This is an optimization exercise on Yosys and OpenROAD, whose aim is small area, not a production implementation. RTL that was checked went through simulation tests only; none was proved equivalent to the original. No driver is modelled on the clock port, so clock power and skew are understated where the tree is cut down; a real chip needs a root buffer or a tree. Power figures rest on the tool's default switching activity, not on a simulated workload.

## w5300_ctrl
module w5300_ctrl
(
   clk,
   reset,
   start,
   init_done,
   s_rx_dv,
   s_rx_data,
   s_rx_addr,
   s_rx_done,
   c_tx_en,
   c_tx_addr,
   c_tx_rd,
   c_tx_data,
   c_tx_error,
   c_tx_done,
   w_rst,
   w_addr,
   w_wdata,
   w_wr,
   w_wr_en,
   w_rd,
   w_rdata,
   w_cs
);
   input          clk;         
   input          reset;       
   input          start;       
   output         init_done;   
   output         s_rx_dv;     
   output [7:0]   s_rx_data;   
   output [13:0]  s_rx_addr;   
   output         s_rx_done;   
   input          c_tx_en;     
   output [13:0]  c_tx_addr;   
   output         c_tx_rd;     
   input  [7:0]   c_tx_data;   
   output         c_tx_error;  
   output         c_tx_done;   
   output         w_rst;       
   output [9:0]   w_addr;      
   output [7:0]   w_wdata;     
   output         w_wr;        
   output         w_wr_en;     
   output         w_rd;        
   input  [7:0]   w_rdata;     
   output         w_cs;        
   localparam [2:0] ST_IIDLE = 3'b000;   
   localparam [2:0] ST_IRST  = 3'b001;   
   localparam [2:0] ST_ISEQ  = 3'b010;   
   localparam [2:0] ST_CLOSE = 3'b100;   
   localparam [2:0] ST_OPEN  = 3'b101;
   localparam [2:0] ST_RECV  = 3'b110;
   localparam [2:0] ST_SEND  = 3'b111;
   reg  [3:0]  tick;
   wire        t_end = tick[3] & tick[0];                  
  ...
Size: ~85 I/O pins, roughly 0.0043 sq mm of cells after synthesis.
==> flow/config.mk <==
export PLATFORM = sky130hd
export DESIGN_NAME = w5300_ctrl
export DESIGN_NICKNAME = w5300_ctrl
export VERILOG_FILES = /design/flow/design.v
export SDC_FILE = /design/flow/constraint.sdc
export NUM_CORES = 4
export LEC_CHECK = 0
export CAP_MARGIN = 20
export CORE_MARGIN = 2
export CORE_UTILIZATION = 55
export SLEW_MARGIN = 20
==> flow/constraint.sdc <==
create_clock -name core_clock -period 10.0 [get_ports {clk}]
set_input_delay 2.0000 -clock core_clock [delete_from_list [all_inputs] [get_ports {clk}]]
set_output_delay 2.0000 -clock core_clock [all_outputs]
set_load 0.01 [all_outputs]
standard.sh (not shown) runs the stock make flow with config.mk's settings and CLKGATE_MAP_FILE= SYNTH_SCRIPT=/design/flow/synth_recipe.tcl, a recipe that flattens the netlist after the stock synthesis.
==> flow/flow/run.sh <==
#!/bin/bash
# Layout flow: the standard synthesis, then the combinational logic between the
# registers re-mapped for area by ABC (registers, their names and cell types untouched;
# twelve ABC runs with different seeds, four at a time, the smallest kept), then the standard ORFS layout
# with the smallest buffer (buf_1) on every port and a one-level clock tree.
set -euo pipefail
here=$(pwd)
R=$here/orfs/results/sky130hd/w5300_ctrl/base
LIB=$FLOW_HOME/platforms/sky130hd/lib/sky130_fd_sc_hd__tt_025C_1v80.lib
export BUFFER_PORTS_ARGS="-buffer_cell sky130_fd_sc_hd__buf_1"
# clock tree: the clock port drives four clkbuf_16, one per quadrant of the registers
# (flow/cts.tcl, sourced before CTS, stands in for TritonCTS)
export PRE_CTS_TCL=$here/flow/cts.tcl

bash standard.sh synth > synth.log 2>&1

cp $R/1_2_yosys.v $here/std_synth.v
for n in 1 2 3 4 5 6 7 8 9 10 11 12; do
  sed "s/@SEED@/$n/" $here/flow/area.abc > $here/area_$n.abc
  cat > $here/resyn_$n.ys <<EOT
read_liberty -ignore_miss_func -ignore_miss_dir -ignore_miss_data_latch $LIB
blackbox sky130_fd_sc_hd__*df* sky130_fd_sc_hd__*dl* sky130_fd_sc_hd__sdf* sky130_fd_sc_hd__conb_1
read_verilog $here/std_synth.v
hierarchy -top $FLOW_TOP
flatten
read_liberty -lib -overwrite -ignore_miss_dir $LIB
opt -purge
abc -liberty $LIB -dont_use sky130_fd_sc_hd__lpflow_bleeder_1 -dont_use sky130_fd_sc_hd__lpflow_clkbufkapwr_1 -dont_use sky130_fd_sc_hd__lpflow_clkbufkapwr_16 -dont_use sky130_fd_sc_hd__lpflow_clkbufkapwr_2 -dont_use sky130_fd_sc_hd__lpflow_clkbufkapwr_4 -dont_use sky130_fd_sc_hd__lpflow_clkbufkapwr_8 -dont_use sky130_fd_sc_hd__lpflow_clkinvkapwr_1 -dont_use sky130_fd_sc_hd__lpflow_clkinvkapwr_16 -dont_use sky130_fd_sc_hd__lpflow_clkinvkapwr_2 -dont_use sky130_fd_sc_hd__lpflow_clkinvkapwr_4 -dont_use sky130_fd_sc_hd__lpflow_clkinvkapwr_8 -dont_use sky130_fd_sc_hd__lpflow_decapkapwr_12 -dont_use sky130_fd_sc_hd__lpflow_decapkapwr_3 -dont_use sky130_fd_sc_hd__lpflow_decapkapwr_4 -dont_use sky130_fd_sc_hd__lpflow_decapkapwr_6 -dont_use sky130_fd_sc_hd__lpflow_decapkapwr_8 -dont_use sky130_fd_sc_hd__lpflow_inputiso0n_1 -dont_use sky130_fd_sc_hd__lpflow_inputiso0p_1 -dont_use sky130_fd_sc_hd__lpflow_inputiso1n_1 -dont_use sky130_fd_sc_hd__lpflow_inputiso1p_1 -dont_use sky130_fd_sc_hd__lpflow_inputisolatch_1 -dont_use sky130_fd_sc_hd__lpflow_isobufsrc_1 -dont_use sky130_fd_sc_hd__lpflow_isobufsrc_16 -dont_use sky130_fd_sc_hd__lpflow_isobufsrc_2 -dont_use sky130_fd_sc_hd__lpflow_isobufsrc_4 -dont_use sky130_fd_sc_hd__lpflow_isobufsrc_8 -dont_use sky130_fd_sc_hd__lpflow_isobufsrckapwr_16 -dont_use sky130_fd_sc_hd__lpflow_lsbuf_lh_hl_isowell_tap_1 -dont_use sky130_fd_sc_hd__lpflow_lsbuf_lh_hl_isowell_tap_2 -dont_use sky130_fd_sc_hd__lpflow_lsbuf_lh_hl_isowell_tap_4 -dont_use sky130_fd_sc_hd__lpflow_lsbuf_lh_isowell_4 -dont_use sky130_fd_sc_hd__lpflow_lsbuf_lh_isowell_tap_1 -dont_use sky130_fd_sc_hd__lpflow_lsbuf_lh_isowell_tap_2 -dont_use sky130_fd_sc_hd__lpflow_lsbuf_lh_isowell_tap_4 -dont_use sky130_fd_sc_hd__probe_p_8 -dont_use sky130_fd_sc_hd__probec_p_8  -script $here/area_$n.abc
opt_clean -purge
hilomap -singleton -hicell sky130_fd_sc_hd__conb_1 HI -locell sky130_fd_sc_hd__conb_1 LO
splitnets
opt_clean -purge
select -set ports i:* o:*
rename -hide w:* @ports %d
tee -o $here/area_$n.txt stat -liberty $LIB
check -assert -mapped
write_verilog -noattr -nohex -nodec $here/cand_$n.v
EOT
  yosys -s $here/resyn_$n.ys > resyn_$n.log 2>&1 &
  if (( n % 4 == 0 )); then wait; fi
done
wait
best=""; bestarea=""
for n in 1 2 3 4 5 6 7 8 9 10 11 12; do
  if [[ -f $here/cand_$n.v ]]; then
    a=$(awk '/Chip area/ {print $NF}' $here/area_$n.txt)
    echo "seed $n: $a" >> resyn_pick.log
    if [[ -z "$best" ]] || awk -v a="$a" -v b="$bestarea" 'BEGIN{exit !(a<b)}'; then best=$n; bestarea=$a; fi
  fi
done
echo "kept seed $best ($bestarea)" >> resyn_pick.log
cp $here/cand_$best.v $R/1_2_yosys.v

bash standard.sh finish > finish.log 2>&1
Other scripts of this flow, unchanged in this note and not shown: flow/flow/area.abc, flow/flow/cts.tcl
Change:
--- a/flow/design.v
+++ b/flow/design.v
@@ -93,21 +93,21 @@
    wire        c_max  = &cnt;
    wire        ph_on  = (wd[4:0] != 5'd0);
    wire        ph3    = wd[3] & ~wd[2] & wd[0];                 
    wire        ph4    = wd[3] & wd[2] & ~wd[1] & ~wd[0];        
    wire        ph5    = wd[3] & wd[2] & ~wd[1] &  wd[0];        
    wire        ph6    = wd[3] & wd[2] &  wd[1] & ~wd[0];        
    wire        ph7    = wd[3] & wd[2] &  wd[1] &  wd[0];        
    wire        ph8    = wd[4];                                  
    wire        r_end  = c_ge9 & c_eqsz;
    wire        r_dv   = c_ge7 & ~r_end;
-   wire        s_det  = ~c_lt3 & ~ph_on & c_eqsz;    
+   wire        s_det  = ~c_lt3 & c_eqsz;       
    wire        s_stop = ph_on | (~sz_nz & c_gt3);
    wire        s_chk  = ph3;
    wire        s_end  = ph8;
    wire        wd_hit = wd[9] & wd[8] & wd[7] & wd[6] & wd[5] & wd[3];  
    wire        i_rst_end = cnt[9] & cnt[5] & cnt[2] & cnt[1];     
    always @(posedge clk) begin
       if (reset)
          st <= ST_IIDLE;
       else if (t_end) begin
          case (st)
@@ -171,21 +171,21 @@
             assign sz_new[gi]  = sz_sh[gi] ^ k3 ^ sz_c[gi];
             assign sz_c[gi+1]  = (sz_sh[gi] & k3) | (sz_sh[gi] & sz_c[gi]) | (k3 & sz_c[gi]);
          end
          else begin : g_bn
             assign sz_new[gi]  = sz_sh[gi] ^ sz_c[gi];
             assign sz_c[gi+1]  = sz_sh[gi] & sz_c[gi];
          end
       end
    endgenerate
    always @(posedge clk) begin
-      if (t_end & (sz_hi | sz_all | (is_send & ph6)))
+      if (t_end & (sz_hi | sz_all))
          sz <= sz_new;
    end
    wire        wd_clr = is_close | (is_open & (wd_hit | (cnt[1] & c_tx_en))) |
                         (is_send & (s_end | c_max));
    always @(posedge clk) begin
       if (t_end & wd_clr)
          wd <= 10'd0;
       else if (t_end & is_send & s_det)
          wd <= 10'd10;
       else
@@ -321,22 +321,23 @@
                    (c_eq1 ? 10'h266 :
                    (c_eq2 ? 10'h267 :
                    ((ph3 | ph4) ? 10'h247 :
                    (ph5 ? 10'h261 :
                    (ph6 ? 10'h262 :
                    (ph7 ? 10'h263 :
                    (ph8 ? 10'h243 :
                    (cnt[0] ? 10'h26E : 10'h26F))))))));
             wdat = ph4 ? 8'h10 :
                    (ph5 ? 8'h00 :
-                   ((ph6 | ph7) ? sz[15:8] :
-                   (ph8 ? 8'h21 : rdat)));
+                   (ph6 ? sz[15:8] :
+                   (ph7 ? sz[7:0] :
+                   (ph8 ? 8'h21 : rdat))));
          end
          default: ;
       endcase
    end
    wire        bus_on = st[2] | st[1];    
    assign w_rst   = is_irst & (cnt[9:0] < 10'd50);
    assign w_addr  = addr;
    assign w_wdata = wdat;
    assign w_wr_en = wen;
    assign w_cs    = bus_on & t_stb;
The changed run finished clean.
Sequential power hardly moves.
Wire length rose by 9.2%.
Area after synthesis rises by 1.6%.
Total power fell by 8.5%.
Worst hold slack loses 0.0033 ns.
Register-to-register slack improves by 0.03 ns.
Setup slack improves by 0.032 ns.
Die area grows by 1.6%.
Via count climbs by 6.3%.
Clock skew is about the same.
Combinational power is lower by 27%.
Critical path depth is lower by 2.
No run of this note takes its clock network from TritonCTS; it comes from the design's own scripts or RTL.


job 104:
Another version of the RTL of w5300_ctrl (not shown whole).
For scale: ~690 cells after synthesis, about 85 I/O pins, ~0.0047 mm² of cells after synthesis.
clock: 10.0 ns
lec_check: 0
cap_margin: 20
core_margin: 2
core_utilization: 40
cts_buf_list: sky130_fd_sc_hd__clkbuf_8
cts_cluster_diameter: 200
cts_cluster_size: 40
slew_margin: 20
==> flow/flow/run.sh <==
#!/bin/bash
# Layout flow: the standard synthesis, then the combinational logic between the
# registers re-mapped for area by ABC (registers, their names and cell types untouched;
# four ABC runs with different seeds, the smallest kept), then the standard ORFS layout
# with the smallest buffer (buf_1) on every port.
set -euo pipefail
here=$(pwd)
R=$here/orfs/results/sky130hd/w5300_ctrl/base
LIB=$FLOW_HOME/platforms/sky130hd/lib/sky130_fd_sc_hd__tt_025C_1v80.lib
export BUFFER_PORTS_ARGS="-buffer_cell sky130_fd_sc_hd__buf_1"

bash standard.sh synth > synth.log 2>&1

cp $R/1_2_yosys.v $here/std_synth.v
for n in 1 2 3 4; do
  sed "s/@SEED@/$n/" $here/flow/area.abc > $here/area_$n.abc
  cat > $here/resyn_$n.ys <<EOT
read_liberty -ignore_miss_func -ignore_miss_dir -ignore_miss_data_latch $LIB
blackbox sky130_fd_sc_hd__*df* sky130_fd_sc_hd__*dl* sky130_fd_sc_hd__sdf* sky130_fd_sc_hd__conb_1
read_verilog $here/std_synth.v
hierarchy -top $FLOW_TOP
flatten
read_liberty -lib -overwrite -ignore_miss_dir $LIB
opt -purge
abc -liberty $LIB -dont_use sky130_fd_sc_hd__lpflow_bleeder_1 -dont_use sky130_fd_sc_hd__lpflow_clkbufkapwr_1 -dont_use sky130_fd_sc_hd__lpflow_clkbufkapwr_16 -dont_use sky130_fd_sc_hd__lpflow_clkbufkapwr_2 -dont_use sky130_fd_sc_hd__lpflow_clkbufkapwr_4 -dont_use sky130_fd_sc_hd__lpflow_clkbufkapwr_8 -dont_use sky130_fd_sc_hd__lpflow_clkinvkapwr_1 -dont_use sky130_fd_sc_hd__lpflow_clkinvkapwr_16 -dont_use sky130_fd_sc_hd__lpflow_clkinvkapwr_2 -dont_use sky130_fd_sc_hd__lpflow_clkinvkapwr_4 -dont_use sky130_fd_sc_hd__lpflow_clkinvkapwr_8 -dont_use sky130_fd_sc_hd__lpflow_decapkapwr_12 -dont_use sky130_fd_sc_hd__lpflow_decapkapwr_3 -dont_use sky130_fd_sc_hd__lpflow_decapkapwr_4 -dont_use sky130_fd_sc_hd__lpflow_decapkapwr_6 -dont_use sky130_fd_sc_hd__lpflow_decapkapwr_8 -dont_use sky130_fd_sc_hd__lpflow_inputiso0n_1 -dont_use sky130_fd_sc_hd__lpflow_inputiso0p_1 -dont_use sky130_fd_sc_hd__lpflow_inputiso1n_1 -dont_use sky130_fd_sc_hd__lpflow_inputiso1p_1 -dont_use sky130_fd_sc_hd__lpflow_inputisolatch_1 -dont_use sky130_fd_sc_hd__lpflow_isobufsrc_1 -dont_use sky130_fd_sc_hd__lpflow_isobufsrc_16 -dont_use sky130_fd_sc_hd__lpflow_isobufsrc_2 -dont_use sky130_fd_sc_hd__lpflow_isobufsrc_4 -dont_use sky130_fd_sc_hd__lpflow_isobufsrc_8 -dont_use sky130_fd_sc_hd__lpflow_isobufsrckapwr_16 -dont_use sky130_fd_sc_hd__lpflow_lsbuf_lh_hl_isowell_tap_1 -dont_use sky130_fd_sc_hd__lpflow_lsbuf_lh_hl_isowell_tap_2 -dont_use sky130_fd_sc_hd__lpflow_lsbuf_lh_hl_isowell_tap_4 -dont_use sky130_fd_sc_hd__lpflow_lsbuf_lh_isowell_4 -dont_use sky130_fd_sc_hd__lpflow_lsbuf_lh_isowell_tap_1 -dont_use sky130_fd_sc_hd__lpflow_lsbuf_lh_isowell_tap_2 -dont_use sky130_fd_sc_hd__lpflow_lsbuf_lh_isowell_tap_4 -dont_use sky130_fd_sc_hd__probe_p_8 -dont_use sky130_fd_sc_hd__probec_p_8  -script $here/area_$n.abc
opt_clean -purge
hilomap -singleton -hicell sky130_fd_sc_hd__conb_1 HI -locell sky130_fd_sc_hd__conb_1 LO
splitnets
opt_clean -purge
select -set ports i:* o:*
rename -hide w:* @ports %d
tee -o $here/area_$n.txt stat -liberty $LIB
check -assert -mapped
write_verilog -noattr -nohex -nodec $here/cand_$n.v
EOT
  yosys -s $here/resyn_$n.ys > resyn_$n.log 2>&1 &
done
wait
best=""; bestarea=""
for n in 1 2 3 4; do
  if [[ -f $here/cand_$n.v ]]; then
    a=$(awk '/Chip area/ {print $NF}' $here/area_$n.txt)
    echo "seed $n: $a" >> resyn_pick.log
    if [[ -z "$best" ]] || awk -v a="$a" -v b="$bestarea" 'BEGIN{exit !(a<b)}'; then best=$n; bestarea=$a; fi
  fi
done
echo "kept seed $best ($bestarea)" >> resyn_pick.log
cp $here/cand_$best.v $R/1_2_yosys.v

bash standard.sh finish > finish.log 2>&1
Other scripts of this flow, unchanged in this note and not shown: flow/flow/area.abc
Relative to job 104, the following input files were edited for job 101:
-- flow/design.v --
<<< job 104, line 77
   wire is_recv  = (st == ST_RECV);
   wire is_send  = (st == ST_SEND);
   wire        c_hi0   = (cnt[15:4] == 12'd0);
   wire        c_hi2   = c_hi0 & ~cnt[3] & ~cnt[2];        
>>> job 101, line 77
   wire is_recv  = (st == ST_RECV);
   wire is_send  = (st == ST_SEND);
   wire [15:0] cnt_inc = cnt + 16'd1;
   wire        c_hi0   = (cnt[15:4] == 12'd0);
   wire        c_hi2   = c_hi0 & ~cnt[3] & ~cnt[2];        
<<< job 104, line 118
   wire        s_end  = ~c_lt3 & sz_nz & u_eq8;
   wire        wd_hit = wd[9] & wd[8] & wd[7] & wd[6] & wd[5] & wd[3];  
   wire        i_rst_end = cnt[9] & cnt[5] & cnt[2] & cnt[1];     
   always @(posedge clk) begin
      if (reset)
>>> job 101, line 119
   wire        s_end  = ~c_lt3 & sz_nz & u_eq8;
   wire        wd_hit = wd[9] & wd[8] & wd[7] & wd[6] & wd[5] & wd[3];  
   always @(posedge clk) begin
      if (reset)
<<< job 104, line 125
         case (st)
            ST_IIDLE: st <= ST_IRST;
            ST_IRST:  if (i_rst_end) st <= ST_ISEQ;
            ST_ISEQ:  if (cnt[6] & cnt[4] & cnt[3] & cnt[2] & cnt[0]) st <= ST_CLOSE;  
            ST_CLOSE: if (~c_lt2 & start) st <= ST_OPEN;
>>> job 101, line 125
         case (st)
            ST_IIDLE: st <= ST_IRST;
            ST_IRST:  if (cnt[9] & cnt[5] & cnt[2] & cnt[1]) st <= ST_ISEQ;           
            ST_ISEQ:  if (cnt[6] & cnt[4] & cnt[3] & cnt[2] & cnt[0]) st <= ST_CLOSE;  
            ST_CLOSE: if (~c_lt2 & start) st <= ST_OPEN;
<<< job 104, line 150
   end
   assign init_done = st[2];
   wire        o_go      = c_tx_en | rdat[2];
   wire        cnt_clr   = is_iidle |
                           (is_close & ~c_lt2 & start) |
                           (is_open & (wd_hit | (cnt[0] & (rdat != 8'h22)) | (cnt[1] & o_go))) |
                           (is_send & s_chk & rdat[1]);
   wire        cnt_one   = (is_recv & r_end) | (is_send & s_end);
   wire        cnt_ld    = cnt_clr | cnt_one | (is_irst & i_rst_end);
   wire        cnt_hold  = (is_close & ~c_lt2) | (is_open & cnt[1]);
   wire [15:0] cnt_ldv   = {10'd0, ~cnt_clr & ~cnt_one, 3'd0, ~cnt_clr & ~cnt_one, cnt_one};
   always @(posedge clk) begin
      if (t_end & cnt_ld)
         cnt <= cnt_ldv;
      else
         cnt <= cnt + {15'd0, t_end & ~cnt_hold};
   end
   always @(posedge clk) begin
>>> job 101, line 150
   end
   assign init_done = st[2];
   always @(posedge clk) begin
      if (t_end) begin
         case (st)
            ST_IIDLE: cnt <= 16'd0;
            ST_IRST:  cnt <= (cnt[9] & cnt[5] & cnt[2] & cnt[1]) ? 16'd34 : cnt_inc;
            ST_ISEQ:  cnt <= cnt_inc;
            ST_CLOSE: cnt <= c_lt2 ? cnt_inc : (start ? 16'd0 : cnt);
            ST_OPEN: begin
               if (wd_hit)
                  cnt <= 16'd0;
               else if (cnt[0])
                  cnt <= (rdat == 8'h22) ? 16'd2 : 16'd0;
               else if (cnt[1])
                  cnt <= (c_tx_en | rdat[2]) ? 16'd0 : cnt;
               else
                  cnt <= 16'd1;
            end
            ST_RECV:  cnt <= r_end ? 16'd1 : cnt_inc;
            ST_SEND:  cnt <= (s_chk & rdat[1]) ? 16'd0 : (s_end ? 16'd1 : cnt_inc);
            default:  cnt <= cnt_inc;
         endcase
      end
   end
   always @(posedge clk) begin
<<< job 104, line 181
   end
   always @(posedge clk) begin
      if (t_end & (is_close | is_send | (is_open & wd_hit)))
         wd <= 10'd0;
      else
         wd <= wd + {9'd0, t_end & is_open};
   end
   always @(posedge clk) begin
      if (t_end & is_open)
         rxa <= 14'h3FFF;
      else
         rxa <= rxa + {13'd0, t_end & is_recv & r_dv};
   end
   always @(posedge clk) begin
>>> job 101, line 189
   end
   always @(posedge clk) begin
      if (t_end & (is_open | is_send | is_close))
         wd <= (is_open & ~wd_hit) ? wd + 10'd1 : 10'd0;
   end
   always @(posedge clk) begin
      if (t_end) begin
         if (is_open)
            rxa <= 14'h3FFF;
         else if (is_recv & r_dv)
            rxa <= rxa + 14'd1;
      end
   end
   always @(posedge clk) begin
Notes after the runs:
Core utilization of the finished layout of job 101 is on par with job 104. The total of plain and repair buffers excluding clock buffers of job 101 exceeds that of job 104 by 1.1%. In the tables for job 101 and job 104, sequential cell fraction of total power reads higher with job 101. Of job 101 and job 104, it is job 101 that has the lower switching power. Going from job 104 to job 101, overall power consumption shrank by a little under 10%. Looking only at proportion of power drawn by combinational gates, and setting everything else aside, the higher value of job 101 and job 104 goes to job 104. Summary — total wire length after detailed routing, job 101 relative to job 104: higher, by 9.6%. In job 101, flip-flop and latch share of the layout cell area is higher than in job 104. Job 101 ended up with more standard cells than job 104. Measured against each other, job 101 and job 104 differ in peak supply drop, the lower figure coming from job 101. Global routing usage on met2 was higher in the run labelled job 101. | finished layout cell area | higher: job 101 |. Comparing job 101 and job 104, the higher placed wire-length estimate after detailed placement was measured on job 101. Final hold slack (lower): job 104.
Only the layout flow was run in job 101; the RTL was not checked for function there.

-- re-timing with driven ports --
No port has a modelled driver above. Below, the same layouts with a new extraction and two added sets of constraints. Step 1 (the two cells are an assumption about what drives the block):
set clk [get_ports {clk}]
set_driving_cell -lib_cell sky130_fd_sc_hd__clkbuf_16 $clk
set_driving_cell -lib_cell sky130_fd_sc_hd__buf_2 [delete_from_list [all_inputs] $clk]
Step 2 adds t to the input delays and takes it off the output delays; t is the mean of the earliest and latest rising clock arrival at the registers after step 1. Input paths then give back, and output paths get back, about the clock's delay inside the block. Slacks: ideal ports / drivers / drivers and shift; pairs: ideal ports / drivers.
run | shift t [ns] | setup WS [ns] | worst setup path after step 2 | latest minus earliest clock arrival (ns) | cell pins on the clock port's net
the first run of note 1 | 0.228 | 3.538 / 3.538 / 3.538 | register to register | 0.016 / 0.016 | 4
the second run of note 1 | 0.226 | 3.570 / 3.570 / 3.570 | register to register | 0.017 / 0.017 | 4
job 104 | 0.404 | 2.267 / 2.230 / 2.635 | register to output | 0.016 / 0.015 | 1
job 101 | 0.398 | 1.803 / 1.768 / 2.166 | register to output | 0.011 / 0.010 | 1
After both steps setup and hold are still met in every run listed.
